This design comes from an exercise in tuning for small area on the open sky130 flow, not from production work.
Where RTL was checked, it was by simulation tests only, not by an equivalence proof against the original.
For run 1, only the layout was checked, not whether the RTL still works.

==> flow/design.v (outline; a module is shown in full before it is edited, if it fits) <==
// module ResonantLowPassFilter: 2294 lines
// module rlpf_fa: 4 lines
// module rlpf_ha: 4 lines
// module rlpf_xnor: 3 lines
// module rlpf_or: 3 lines
module ResonantLowPassFilter(
    input clk,
    input signed [15:0] audio_in,
    input signed [15:0] cutoff,
    input signed [15:0] resonance,
    input signed [15:0] gain,
    input reset_n,
    output reg signed [15:0] filtered_audio
);
  // ...
==> flow/flow/run.sh <==
#!/bin/bash
# The standard layout, with the smallest buffer on the ports, upsized
# synthesis cells downsized after floorplan, and a clock tree without dummy
# loads.
set -euo pipefail
bash standard.sh \
  "BUFFER_PORTS_ARGS=-buffer_cell sky130_fd_sc_hd__buf_1" \
  "POST_FLOORPLAN_TCL=$PWD/flow/downsize.tcl" \
  "CTS_ARGS=-sink_clustering_enable -repair_clock_nets -dont_use_dummy_load -buf_list {sky130_fd_sc_hd__clkbuf_4 sky130_fd_sc_hd__clkbuf_8}" \
  finish > standard_flow.log 2>&1
==> flow/flow/downsize.tcl <==
# After floorplan: give every combinational cell that synthesis upsized the
# smallest drive strength of its kind; the later repair steps upsize again
# wherever slew, capacitance or timing needs it.
set db [ord::get_db]
set n 0
foreach inst [[ord::get_db_block] getInsts] {
  set name [[$inst getMaster] getName]
  if {![regexp {^(sky130_fd_sc_hd__[a-z0-9]+)_([0-9]+)$} $name -> base size]} { continue }
  if {$size <= 1} { continue }
  if {[regexp {__(df|dl|sdf|edf|clk|tap|fill|decap|conb|buf|lpflow|probe)} $base]} { continue }
  foreach s {0 1} {
    set m [$db findMaster ${base}_$s]
    if {$m != "NULL" && $m != ""} {
      $inst swapMaster $m
      incr n
      break
    }
  }
}
puts "downsize.tcl: downsized $n cells"
==> flow/standard.sh <==
#!/bin/bash
# synth_recipe.tcl (not shown) runs the flow's synth.tcl, then flattens the netlist and writes it again
# the make line also repeats each setting of config.mk as NAME=value (left out here)
make -C /OpenROAD-flow-scripts/flow DESIGN_CONFIG=/design/flow/config.mk WORK_HOME=/design/flow/orfs CLKGATE_MAP_FILE= SYNTH_SCRIPT=/design/flow/synth_recipe.tcl "${@:-finish}"
==> flow/config.mk <==
export PLATFORM = sky130hd
export DESIGN_NAME = ResonantLowPassFilter
export DESIGN_NICKNAME = ResonantLowPassFilter
export VERILOG_FILES = /design/flow/design.v
export SDC_FILE = /design/flow/constraint.sdc
export NUM_CORES = 4
export LEC_CHECK = 0
export ABC_AREA = 1
export CAP_MARGIN = 20
export CORE_MARGIN = 2
export CORE_UTILIZATION = 70
export SLEW_MARGIN = 20
export SYNTH_HIERARCHICAL = 1
==> flow/constraint.sdc <==
create_clock -name core_clock -period 7.0 [get_ports {clk}]
set_input_delay 1.4000 -clock core_clock [delete_from_list [all_inputs] [get_ports {clk}]]
set_output_delay 1.4000 -clock core_clock [all_outputs]
set_load 0.01 [all_outputs]
==> flow_summary.yaml, run 1 <==
worst_setup_path:
  cp_data_required_time_ns: 7.30
  r2r_slack_ns: 0.51
  path_common_cell: "nand2_1"
  arrival_ns: 6.79
floorplan:
  row_count: 51
  dieArea_um2: 21000
  ioPinCount: 82
synthesis:
  synth.mux.area_fraction_pct: 0
  synth.distinct_cells: 46
  synthesis.instances: 1497
  yosys.area.top_type_share_pct: 28.4
  ys.flop_type: "dfrtp_1"
  netlist_area_um2: 13900
  netlist_top_cells_count: "xor2_1, o22ai_1, fa_1"
  synthSimpleGateAreaFrac_pct: 8.24
  synth_edf_count: 0
layout:
  stdcell_count: 1786
  seq_share_pct: 15.6
  multi_input_area_share_pct: 74.0
  final_util_pct: 74.6
  fillers: 1484
  drive_above_1_share_pct: 5.46
  register_area_um2: 2270
global_route:
  grt_use_met1_pct: 50.8
clock_tree:
  cts_buffer_depth: 2
placed_design:
  place_congestion: 0.946
  dpl.hpwl_um: 26900
  place_ws_ns: -0.109
timing:
  report.final.slew_viol_count: 0
routing:
  highest_layer: "met4"
  routed_wl_um: 36500
outcome:
  outcome: "complete, no violations"
==> run 2: changes to the inputs <==
--- a/flow/design.v
+++ b/flow/design.v
@@ -334,41 +334,44 @@
     wire fs159;
     wire fc160;
     rlpf_fa u_fs159 (.a(ppbeta_64), .b(ppbeta_80), .c(ppbeta_96), .s(fs159), .co(fc160));
     wire fs161;
     wire fc162;
     rlpf_ha u_fs161 (.a(ppbeta_112), .b(ppbeta_128), .s(fs161), .co(fc162));
     wire fs163;
     wire fc164;
-    rlpf_fa u_fs163 (.a(ppbeta_17), .b(ppbeta_33), .c(1'b1), .s(fs163), .co(fc164));
+    assign fs163 = ~(ppbeta_17 ^ ppbeta_33);
+    assign fc164 = ppbeta_17 | ppbeta_33;
     wire fs165;
     wire fc166;
     rlpf_fa u_fs165 (.a(ppbeta_49), .b(ppbeta_65), .c(ppbeta_81), .s(fs165), .co(fc166));
     wire fs167;
     wire fc168;
     rlpf_fa u_fs167 (.a(ppbeta_97), .b(ppbeta_113), .c(ppbeta_129), .s(fs167), .co(fc168));
     wire fs169;
     wire fc170;
-    rlpf_fa u_fs169 (.a(ppbeta_34), .b(ppbeta_50), .c(1'b1), .s(fs169), .co(fc170));
+    assign fs169 = ~(ppbeta_34 ^ ppbeta_50);
+    assign fc170 = ppbeta_34 | ppbeta_50;
     wire fs171;
     wire fc172;
     rlpf_fa u_fs171 (.a(ppbeta_66), .b(ppbeta_82), .c(ppbeta_98), .s(fs171), .co(fc172));
     wire fs173;
     wire fc174;
     rlpf_ha u_fs173 (.a(ppbeta_114), .b(ppbeta_130), .s(fs173), .co(fc174));
     wire fs175;
     wire fc176;
     rlpf_fa u_fs175 (.a(ppbeta_35), .b(ppbeta_51), .c(ppbeta_67), .s(fs175), .co(fc176));
     wire fs177;
     wire fc178;
     rlpf_fa u_fs177 (.a(ppbeta_83), .b(ppbeta_99), .c(ppbeta_115), .s(fs177), .co(fc178));
     wire fs179;
     wire fc180;
-    rlpf_fa u_fs179 (.a(ppbeta_52), .b(ppbeta_68), .c(1'b1), .s(fs179), .co(fc180));
+    assign fs179 = ~(ppbeta_52 ^ ppbeta_68);
+    assign fc180 = ppbeta_52 | ppbeta_68;
     wire fs181;
     wire fc182;
     rlpf_ha u_fs181 (.a(ppbeta_84), .b(ppbeta_100), .s(fs181), .co(fc182));
     wire fs183;
     wire fc184;
     rlpf_fa u_fs183 (.a(ppbeta_53), .b(ppbeta_69), .c(ppbeta_85), .s(fs183), .co(fc184));
     wire fs185;
     wire fc186;
@@ -461,17 +464,18 @@
     wire fs243;
     wire fc244;
     rlpf_fa u_fs243 (.a(ppbeta_71), .b(ppbeta_87), .c(ppbeta_103), .s(fs243), .co(fc244));
     wire fs245;
     wire fc246;
     rlpf_fa u_fs245 (.a(ppbeta_119), .b(ppbeta_135), .c(fc186), .s(fs245), .co(fc246));
     wire fs247;
     wire fc248;
-    rlpf_fa u_fs247 (.a(ppbeta_88), .b(ppbeta_104), .c(1'b1), .s(fs247), .co(fc248));
+    assign fs247 = ~(ppbeta_88 ^ ppbeta_104);
+    assign fc248 = ppbeta_88 | ppbeta_104;
     wire fs249;
     wire fc250;
     rlpf_ha u_fs249 (.a(ppbeta_120), .b(ppbeta_136), .s(fs249), .co(fc250));
     wire fs251;
     wire fc252;
     rlpf_fa u_fs251 (.a(ppbeta_89), .b(ppbeta_105), .c(ppbeta_121), .s(fs251), .co(fc252));
     wire fs253;
     wire fc254;
@@ -918,17 +922,18 @@
     assign ppalpha_497 = ~((nz[7] & alpha[15]) ^ neg[7]);
     wire nc498;
     assign nc498 = neg[7] & ~(one[7] & alpha[0]) & ~ca;
     wire os499;
     wire oc500;
     rlpf_ha u_os499 (.a(gain[1]), .b(ppalpha_370), .s(os499), .co(oc500));
     wire os501;
     wire oc502;
-    rlpf_fa u_os501 (.a(gain[2]), .b(ppalpha_371), .c(1'b1), .s(os501), .co(oc502));
+    assign os501 = ~(gain[2] ^ ppalpha_371);
+    assign oc502 = gain[2] | ppalpha_371;
     wire os503;
     wire oc504;
     assign os503 = ~gain[3];
     assign oc504 = gain[3];
     wire os505;
     wire oc506;
     rlpf_ha u_os505 (.a(nc462), .b(ppalpha_366), .s(os505), .co(oc506));
     wire os507;
@@ -979,32 +984,34 @@
     wire os537;
     wire oc538;
     rlpf_fa u_os537 (.a(ppalpha_405), .b(ppalpha_421), .c(ppalpha_437), .s(os537), .co(oc538));
     wire os539;
     wire oc540;
     rlpf_fa u_os539 (.a(ppalpha_453), .b(ppalpha_469), .c(ppalpha_485), .s(os539), .co(oc540));
     wire os541;
     wire oc542;
-    rlpf_fa u_os541 (.a(gain[5]), .b(ppalpha_406), .c(1'b1), .s(os541), .co(oc542));
+    assign os541 = ~(gain[5] ^ ppalpha_406);
+    assign oc542 = gain[5] | ppalpha_406;
     wire os543;
     wire oc544;
     rlpf_fa u_os543 (.a(ppalpha_422), .b(ppalpha_438), .c(ppalpha_454), .s(os543), .co(oc544));
     wire os545;
     wire oc546;
     rlpf_ha u_os545 (.a(ppalpha_470), .b(ppalpha_486), .s(os545), .co(oc546));
     wire os547;
     wire oc548;
     rlpf_fa u_os547 (.a(gain[6]), .b(ppalpha_407), .c(ppalpha_423), .s(os547), .co(oc548));
     wire os549;
     wire oc550;
     rlpf_fa u_os549 (.a(ppalpha_439), .b(ppalpha_455), .c(ppalpha_471), .s(os549), .co(oc550));
     wire os551;
     wire oc552;
-    rlpf_fa u_os551 (.a(gain[7]), .b(ppalpha_424), .c(1'b1), .s(os551), .co(oc552));
+    assign os551 = ~(gain[7] ^ ppalpha_424);
+    assign oc552 = gain[7] | ppalpha_424;
     wire os553;
     wire oc554;
     rlpf_ha u_os553 (.a(ppalpha_440), .b(ppalpha_456), .s(os553), .co(oc554));
     wire os555;
     wire oc556;
     rlpf_fa u_os555 (.a(gain[8]), .b(ppalpha_425), .c(ppalpha_441), .s(os555), .co(oc556));
     wire os557;
     wire oc558;
@@ -1109,17 +1116,18 @@
     wire os623;
     wire oc624;
     rlpf_fa u_os623 (.a(gain[10]), .b(oc558), .c(ppalpha_443), .s(os623), .co(oc624));
     wire os625;
     wire oc626;
     rlpf_fa u_os625 (.a(ppalpha_459), .b(ppalpha_475), .c(ppalpha_491), .s(os625), .co(oc626));
     wire os627;
     wire oc628;
-    rlpf_fa u_os627 (.a(gain[11]), .b(ppalpha_460), .c(1'b1), .s(os627), .co(oc628));
+    assign os627 = ~(gain[11] ^ ppalpha_460);
+    assign oc628 = gain[11] | ppalpha_460;
     wire os629;
     wire oc630;
     rlpf_ha u_os629 (.a(ppalpha_476), .b(ppalpha_492), .s(os629), .co(oc630));
     wire os631;
     wire oc632;
     rlpf_fa u_os631 (.a(gain[12]), .b(ppalpha_461), .c(ppalpha_477), .s(os631), .co(oc632));
     wire os633;
     wire oc634;
@@ -2116,163 +2124,160 @@
     rlpf_ha u_skp1177 (.a(audio_in[13]), .b(nfeedback[13]), .s(skp1177), .co(skg1176));
     wire skg1178;
     wire skp1179;
     rlpf_ha u_skp1179 (.a(audio_in[14]), .b(nfeedback[14]), .s(skp1179), .co(skg1178));
     wire skg1180;
     wire skp1181;
     rlpf_ha u_skp1181 (.a(audio_in[15]), .b(nfeedback[15]), .s(skp1181), .co(skg1180));
     wire skg1182;
-    wire skp1183;
-    rlpf_ha u_skp1183 (.a(audio_in[15]), .b(nfeedback[15]), .s(skp1183), .co(skg1182));
-    wire skg1184;
-    assign skg1184 = skg1150 | (skp1151 & 1'b1);
+    assign skg1182 = skg1150 | (skp1151 & 1'b1);
+    wire skG1183;
+    wire skP1184;
+    assign skG1183 = skg1152 | (skp1153 & skg1182);
+    assign skP1184 = skp1153 & skp1151;
     wire skG1185;
     wire skP1186;
-    assign skG1185 = skg1152 | (skp1153 & skg1184);
-    assign skP1186 = skp1153 & skp1151;
+    assign skG1185 = skg1156 | (skp1157 & skg1154);
+    assign skP1186 = skp1157 & skp1155;
     wire skG1187;
     wire skP1188;
-    assign skG1187 = skg1156 | (skp1157 & skg1154);
-    assign skP1188 = skp1157 & skp1155;
+    assign skG1187 = skg1160 | (skp1161 & skg1158);
+    assign skP1188 = skp1161 & skp1159;
     wire skG1189;
     wire skP1190;
-    assign skG1189 = skg1160 | (skp1161 & skg1158);
-    assign skP1190 = skp1161 & skp1159;
+    assign skG1189 = skg1164 | (skp1165 & skg1162);
+    assign skP1190 = skp1165 & skp1163;
     wire skG1191;
     wire skP1192;
-    assign skG1191 = skg1164 | (skp1165 & skg1162);
-    assign skP1192 = skp1165 & skp1163;
+    assign skG1191 = skg1168 | (skp1169 & skg1166);
+    assign skP1192 = skp1169 & skp1167;
     wire skG1193;
     wire skP1194;
-    assign skG1193 = skg1168 | (skp1169 & skg1166);
-    assign skP1194 = skp1169 & skp1167;
+    assign skG1193 = skg1172 | (skp1173 & skg1170);
+    assign skP1194 = skp1173 & skp1171;
     wire skG1195;
     wire skP1196;
-    assign skG1195 = skg1172 | (skp1173 & skg1170);
-    assign skP1196 = skp1173 & skp1171;
+    assign skG1195 = skg1176 | (skp1177 & skg1174);
+    assign skP1196 = skp1177 & skp1175;
     wire skG1197;
     wire skP1198;
-    assign skG1197 = skg1176 | (skp1177 & skg1174);
-    assign skP1198 = skp1177 & skp1175;
+    assign skG1197 = skg1180 | (skp1181 & skg1178);
+    assign skP1198 = skp1181 & skp1179;
     wire skG1199;
     wire skP1200;
-    assign skG1199 = skg1180 | (skp1181 & skg1178);
-    assign skP1200 = skp1181 & skp1179;
+    assign skG1199 = skG1185 | (skP1186 & skG1183);
+    assign skP1200 = skP1186 & skP1184;
     wire skG1201;
     wire skP1202;
-    assign skG1201 = skG1187 | (skP1188 & skG1185);
-    assign skP1202 = skP1188 & skP1186;
+    assign skG1201 = skG1189 | (skP1190 & skG1187);
+    assign skP1202 = skP1190 & skP1188;
     wire skG1203;
     wire skP1204;
-    assign skG1203 = skG1191 | (skP1192 & skG1189);
-    assign skP1204 = skP1192 & skP1190;
+    assign skG1203 = skG1193 | (skP1194 & skG1191);
+    assign skP1204 = skP1194 & skP1192;
     wire skG1205;
     wire skP1206;
-    assign skG1205 = skG1195 | (skP1196 & skG1193);
-    assign skP1206 = skP1196 & skP1194;
+    assign skG1205 = skG1197 | (skP1198 & skG1195);
+    assign skP1206 = skP1198 & skP1196;
     wire skG1207;
     wire skP1208;
-    assign skG1207 = skG1199 | (skP1200 & skG1197);
-    assign skP1208 = skP1200 & skP1198;
+    assign skG1207 = skG1201 | (skP1202 & skG1199);
+    assign skP1208 = skP1202 & skP1200;
     wire skG1209;
     wire skP1210;
-    assign skG1209 = skG1203 | (skP1204 & skG1201);
-    assign skP1210 = skP1204 & skP1202;
+    assign skG1209 = skG1205 | (skP1206 & skG1203);
+    assign skP1210 = skP1206 & skP1204;
     wire skG1211;
     wire skP1212;
-    assign skG1211 = skG1207 | (skP1208 & skG1205);
-    assign skP1212 = skP1208 & skP1206;
+    assign skG1211 = skG1209 | (skP1210 & skG1207);
+    assign skP1212 = skP1210 & skP1208;
     wire skG1213;
     wire skP1214;
-    assign skG1213 = skG1211 | (skP1212 & skG1209);
-    assign skP1214 = skP1212 & skP1210;
+    assign skG1213 = skG1203 | (skP1204 & skG1207);
+    assign skP1214 = skP1204 & skP1208;
     wire skG1215;
     wire skP1216;
-    assign skG1215 = skG1205 | (skP1206 & skG1209);
-    assign skP1216 = skP1206 & skP1210;
+    assign skG1215 = skG1187 | (skP1188 & skG1199);
+    assign skP1216 = skP1188 & skP1200;
     wire skG1217;
     wire skP1218;
-    assign skG1217 = skG1189 | (skP1190 & skG1201);
-    assign skP1218 = skP1190 & skP1202;
+    assign skG1217 = skG1191 | (skP1192 & skG1207);
+    assign skP1218 = skP1192 & skP1208;
     wire skG1219;
     wire skP1220;
-    assign skG1219 = skG1193 | (skP1194 & skG1209);
-    assign skP1220 = skP1194 & skP1210;
+    assign skG1219 = skG1195 | (skP1196 & skG1213);
+    assign skP1220 = skP1196 & skP1214;
     wire skG1221;
     wire skP1222;
-    assign skG1221 = skG1197 | (skP1198 & skG1215);
-    assign skP1222 = skP1198 & skP1216;
+    assign skG1221 = skg1154 | (skp1155 & skG1183);
+    assign skP1222 = skp1155 & skP1184;
     wire skG1223;
     wire skP1224;
-    assign skG1223 = skg1154 | (skp1155 & skG1185);
-    assign skP1224 = skp1155 & skP1186;
+    assign skG1223 = skg1158 | (skp1159 & skG1199);
+    assign skP1224 = skp1159 & skP1200;
     wire skG1225;
     wire skP1226;
-    assign skG1225 = skg1158 | (skp1159 & skG1201);
-    assign skP1226 = skp1159 & skP1202;
+    assign skG1225 = skg1162 | (skp1163 & skG1215);
+    assign skP1226 = skp1163 & skP1216;
     wire skG1227;
     wire skP1228;
-    assign skG1227 = skg1162 | (skp1163 & skG1217);
-    assign skP1228 = skp1163 & skP1218;
+    assign skG1227 = skg1166 | (skp1167 & skG1207);
+    assign skP1228 = skp1167 & skP1208;
     wire skG1229;
     wire skP1230;
-    assign skG1229 = skg1166 | (skp1167 & skG1209);
-    assign skP1230 = skp1167 & skP1210;
+    assign skG1229 = skg1170 | (skp1171 & skG1217);
+    assign skP1230 = skp1171 & skP1218;
     wire skG1231;
     wire skP1232;
-    assign skG1231 = skg1170 | (skp1171 & skG1219);
-    assign skP1232 = skp1171 & skP1220;
+    assign skG1231 = skg1174 | (skp1175 & skG1213);
+    assign skP1232 = skp1175 & skP1214;
     wire skG1233;
     wire skP1234;
-    assign skG1233 = skg1174 | (skp1175 & skG1215);
-    assign skP1234 = skp1175 & skP1216;
+    assign skG1233 = skg1178 | (skp1179 & skG1219);
+    assign skP1234 = skp1179 & skP1220;
     wire skG1235;
     wire skP1236;
-    assign skG1235 = skg1178 | (skp1179 & skG1221);
-    assign skP1236 = skp1179 & skP1222;
-    wire skG1237;
-    wire skP1238;
-    assign skG1237 = skg1182 | (skp1183 & skG1213);
-    assign skP1238 = skp1183 & skP1214;
+    assign skG1235 = skg1180 | (skp1181 & skG1211);
+    assign skP1236 = skp1181 & skP1212;
+    wire sks1237;
+    assign sks1237 = skp1151 ^ 1'b1;
+    wire sks1238;
+    assign sks1238 = skp1153 ^ skg1182;
     wire sks1239;
-    assign sks1239 = skp1151 ^ 1'b1;
+    assign sks1239 = skp1155 ^ skG1183;
     wire sks1240;
-    assign sks1240 = skp1153 ^ skg1184;
+    assign sks1240 = skp1157 ^ skG1221;
     wire sks1241;
-    assign sks1241 = skp1155 ^ skG1185;
+    assign sks1241 = skp1159 ^ skG1199;
     wire sks1242;
-    assign sks1242 = skp1157 ^ skG1223;
+    assign sks1242 = skp1161 ^ skG1223;
     wire sks1243;
-    assign sks1243 = skp1159 ^ skG1201;
+    assign sks1243 = skp1163 ^ skG1215;
     wire sks1244;
-    assign sks1244 = skp1161 ^ skG1225;
+    assign sks1244 = skp1165 ^ skG1225;
     wire sks1245;
-    assign sks1245 = skp1163 ^ skG1217;
+    assign sks1245 = skp1167 ^ skG1207;
     wire sks1246;
-    assign sks1246 = skp1165 ^ skG1227;
+    assign sks1246 = skp1169 ^ skG1227;
     wire sks1247;
-    assign sks1247 = skp1167 ^ skG1209;
+    assign sks1247 = skp1171 ^ skG1217;
     wire sks1248;
-    assign sks1248 = skp1169 ^ skG1229;
+    assign sks1248 = skp1173 ^ skG1229;
     wire sks1249;
-    assign sks1249 = skp1171 ^ skG1219;
+    assign sks1249 = skp1175 ^ skG1213;
     wire sks1250;
-    assign sks1250 = skp1173 ^ skG1231;
+    assign sks1250 = skp1177 ^ skG1231;
     wire sks1251;
-    assign sks1251 = skp1175 ^ skG1215;
+    assign sks1251 = skp1179 ^ skG1219;
     wire sks1252;
-    assign sks1252 = skp1177 ^ skG1233;
+    assign sks1252 = skp1181 ^ skG1233;
     wire sks1253;
-    assign sks1253 = skp1179 ^ skG1221;
-    wire sks1254;
-    assign sks1254 = skp1181 ^ skG1235;
-    wire sks1255;
-    assign sks1255 = skp1183 ^ skG1213;
-    wire signed [16:0] st_full = {sks1255, sks1254, sks1253, sks1252, sks1251, sks1250, sks1249, sks1248, sks1247, sks1246, sks1245, sks1244, sks1243, sks1242, sks1241, sks1240, sks1239};
+    assign sks1253 = skp1181 ^ skG1211;
+    wire signed [16:0] st_full = {sks1253, sks1252, sks1251, sks1250, sks1249, sks1248, sks1247, sks1246, sks1245, sks1244, sks1243, sks1242, sks1241, sks1240, sks1239, sks1238, sks1237};
     wire signed [15:0] nfb_new = ~fsum[30:15];
     wire [16:0] fa_full = osum[31:15];
     function signed [15:0] sat17;
         input signed [16:0] v;
         sat17 = (v[16] != v[15]) ? {v[16], {15{~v[16]}}} : v[15:0];
     endfunction
     always @(posedge clk) begin
         alpha <= cutoff;
==> flow/flow/run.sh (replaced) <==
#!/bin/bash
# The standard layout, with the smallest buffer on the ports, upsized
# synthesis cells downsized after floorplan, and a clock tree without dummy
# loads; buffers that placement repair inserted are retried at the
# smallest size before slew and capacitance are repaired again.
set -euo pipefail
bash standard.sh \
  "BUFFER_PORTS_ARGS=-buffer_cell sky130_fd_sc_hd__buf_1" \
  "POST_FLOORPLAN_TCL=$PWD/flow/downsize.tcl" \
  "POST_RESIZE_TCL=$PWD/flow/bufdown.tcl" \
  "CTS_ARGS=-sink_clustering_enable -repair_clock_nets -dont_use_dummy_load -buf_list {sky130_fd_sc_hd__clkbuf_4 sky130_fd_sc_hd__clkbuf_8}" \
  finish > standard_flow.log 2>&1
==> flow/flow/bufdown.tcl (new file) <==
# After the placement repair: try the smallest buffer in place of each
# buffer that repair inserted, then repair slew and capacitance again.
set db [ord::get_db]
set b1 [$db findMaster sky130_fd_sc_hd__buf_1]
set n 0
foreach inst [[ord::get_db_block] getInsts] {
  set name [[$inst getMaster] getName]
  if {[string match "place*" [$inst getName]] && [regexp {^sky130_fd_sc_hd__buf_[2-9]} $name]} {
    $inst swapMaster $b1
    incr n
  }
}
puts "bufdown.tcl: downsized $n buffers"
estimate_parasitics -placement
repair_design -slew_margin 20 -cap_margin 20
==> run 2 against run 1 <==
- clock skew up 0.0052 ns
- sequential share of layout area down 0.11 points
- first-iteration DRC count up 3.5%
- via count up 2.0%
- routed wire length down 0.46%
- sequential cell count unchanged
==> flow_summary.yaml, run 2 <==
timing:
  tightest_slew_ns: 1.14
  hold_slack_ns: 0.348
  fin_skew_ns: 0.0389
  setup_viol: 0
  min_period_ns: 6.52
  report.final.slew_viol_count: 0
  rsz0062_at_grt: "false"
  slew_headroom_pct: 24.0
  period_share_pct: 93.2
  hold_violations: 0
  max_freq_mhz: 153
floorplan:
  coreArea_um2: 19500
  row_count: 51
  die_y_um: 145
  die_w_um: 145
  start_util_pct: 71.4
  ioPinCount: 82
  dieArea_um2: 21100
layout:
  layout_commonest_cell: "xor2_1"
  fillers: 1484
  layout.nets: 1919
  register_area_um2: 2260
  antenna-diode-count: 0
  mostFrequentLayoutCells: "xor2_1, o22ai_1, fa_1"
  area_delta_synth_final_pct: 4.39
  drive_above_1_share_pct: 3.84
  multi_input_area_um2: 10700
global_route:
  grt_overflow_total: 0
  grt_pass1_wl_um: 59600
  grt_usage_pct: 35.3
  grt_start_max_net_pins: 38
  antenna_found_initial: 0
  grt_pass1_vias: 11706
worst_setup_path:
  rr_worst_depth: 28
  worst_setup_path_end_kind: "flip-flop"
  r2r_slack_ns: 0.48
  cpPeakStageDelay_ns: 0.57
  path_common_cell: "nand2_1"
  worstSetupPathType: "reg2reg"
  path_buf_inv: 6
  cp-start-kind: "flip-flop"
  worstReg2RegStart: "alpha[15]"
  critical-path-slowest-cell: "dfxtp_1"
  path_max_fanout: 15
  cp_data_required_time_ns: 7.23
  arrival_ns: 6.75
  reg2reg_to: "sum_reg[8]"
  critical-path-top-delay-family: "adder cells"
clock_tree:
  holdBufCountCts: 0
  cts_root_buf: "clkbuf_8"
  htreeDepth: 3
  cts_resized: 7
  cts_buffer_depth: 2
  clk_latency_ns: 0.39
  cts_tree: "built"
  path_clk_slew_ns: 0.11
  cts_setup_buffers: 0
  clock_sinks: 96
  cts_buffers: 9
synthesis:
  netlist_area_um2: 14000
  ys_async_sr_fraction_pct: 66.7
  synthesis.instances: 1537
  ys_warn_count: 7
  ys.flop_type: "dfrtp_1"
  synth_edf_count: 0
  synth.distinct_cells: 40
  netlist_top_cells_count: "xor2_1, o22ai_1, fa_1"
  syn_avg_cell_area_um2: 9.08
  synth_seq_cells: 96
  yosys.area.top_type_share_pct: 27.1
  ys_seq_area_share_pct: 16.2
  yosys.area.top_type: "fa_1"
  synth.most_common_cell: "xor2_1"
  yosys-top-cells-area: "fa_1, xor2_1, o22ai_1, ha_1, dfrtp_1"
placed_design:
  dpl.hpwl_um: 27400
  place_congestion: 0.923
  io_buffers: 80
routing:
  drt_iter0_drc: 1216
  routed_wl_um: 36300
  drt-vias-per-instance: 6.37
  antenna_left: 0
  drt-pass1-iter-count: 8
  drc: 0
  wl_per_cell_um: 19.9
  vias: 11631
outcome:
  outcome: "complete, no violations"
worst_hold_path:
  hold_class: "reg2reg"
  min_from: "sum_reg[11]"
  holdPathStages: 0
  min_to: "filtered_audio[11]"
job:
  cap_violations: 0
[run 2: how the worst max path moves through the flow]
stage                          from          end  slack, ns  cells past startpoint
after global placement      gain[2]   sum_reg[2]       0.42                     26
after detailed placement   state[1]   sum_reg[2]      -0.22                     27
final                     alpha[15]   sum_reg[8]       0.48                     28
after CTS                  state[3]   sum_reg[8]       0.02                     28
after floorplan             gain[2]  sum_reg[10]       1.18                     25
after global routing       state[3]   sum_reg[2]      0.009                     27
[run 2: through the flow]
stage | std cells | util [%] | setup slack [ns] | instance area (µm²) | TNS [ns]
finish | 1826 | 74.6 | 0.475 | 14600 | 0
global route | 1826 | 74.6 | 0.00899 | 14600 | 0
CTS | 1826 | 74.4 | 0.0175 | 14500 | 0
detailed placement | 1817 | 73.7 | -0.217 | 14400 | -1.48
global placement | 1812 | 73.8 | 0.419 | 14400 | 0
floorplan | 1537 | - | 1.18 | 14000 | 0
[run 2: layout make-up]
type,count,area share [%]
Clock buffer,9,0.851
Multi-Input combinational cell,1187,73.3
Sequential cell,96,15.5
Inverter,142,3.66
Tap cell,265,2.28
Timing Repair Buffer,127,4.38
[run 2: Yosys stat by module (local to each module, per instance)]
module,cells inside,copies in the design,cell area (µm²),flops+latches
rlpf_ha,1,70,12.5,0
rlpf_fa,1,189,20.0,0
ResonantLowPassFilter,1278,1,9290,96
[run 2: worst register-to-register path, delay by kind of cell (launching register included)]
kind | cells | cell delay [ns]
flops | 1 | 0.57
simple gates | 9 | 1.02
compound gates | 5 | 1.21
xor+xnor | 1 | 0.16
fa+ha+maj | 7 | 2.59
buf+inv | 6 | 0.81
[run 2: cell families (layout without fill, tap and decap cells)]
group | after synthesis | after routing | share of synthesized area (%)
AO/OA/AOI/OAI | 346 | 346 | 14.9
adder cells (fa/ha/maj) | 290 | 290 | 36.2
flip-flops | 96 | 96 | 16.2
AND/OR/NAND/NOR | 280 | 280 | 8.69
buffers and inverters | 254 | 278 | 7.01
XOR/XNOR | 271 | 271 | 17.0
[run 2: per-layer routing]
layer | vias to the layer above | global-route usage (%) | part of all wire (%)
met1 | 5629 | 49.4 | 41
li1 | 5206 | - | -
met4 | 0 | 14.9 | 3.7
met3 | 112 | 4.87 | 8.7
met2 | 684 | 55.8 | 47
met5 | - | 0 | 0

[port drivers added, routing unchanged]
The flow's constraints put no driver on any port. The routed layouts listed below were extracted and timed again, unchanged, in two steps.
Step 1, drivers: a clkbuf_16 drives clk and a buf_2 each remaining input, both assumed.
Step 2 times the ports against the registers' clock, not the clock port: input delays grow and output delays shrink by t, the midpoint of the rising clock arrivals with the driver on.
Slacks: no drivers / after step 1 / after step 2; pairs: no drivers / after step 1.
| run | shift t [ns] | setup WS [ns] | hold slack, ns |
|---|---|---|---|
| run 1 | 0.428 | 0.507 / 0.507 / 0.228 | 0.350 / 0.350 / 0.350 |
| run 2 | 0.423 | 0.475 / 0.475 / 0.466 | 0.348 / 0.348 / 0.348 |
After both steps every run listed still meets setup and hold. For run 1, which loses most, drivers alone change the setup slack by 0.000 ns; drivers and shift together by -0.279 ns.
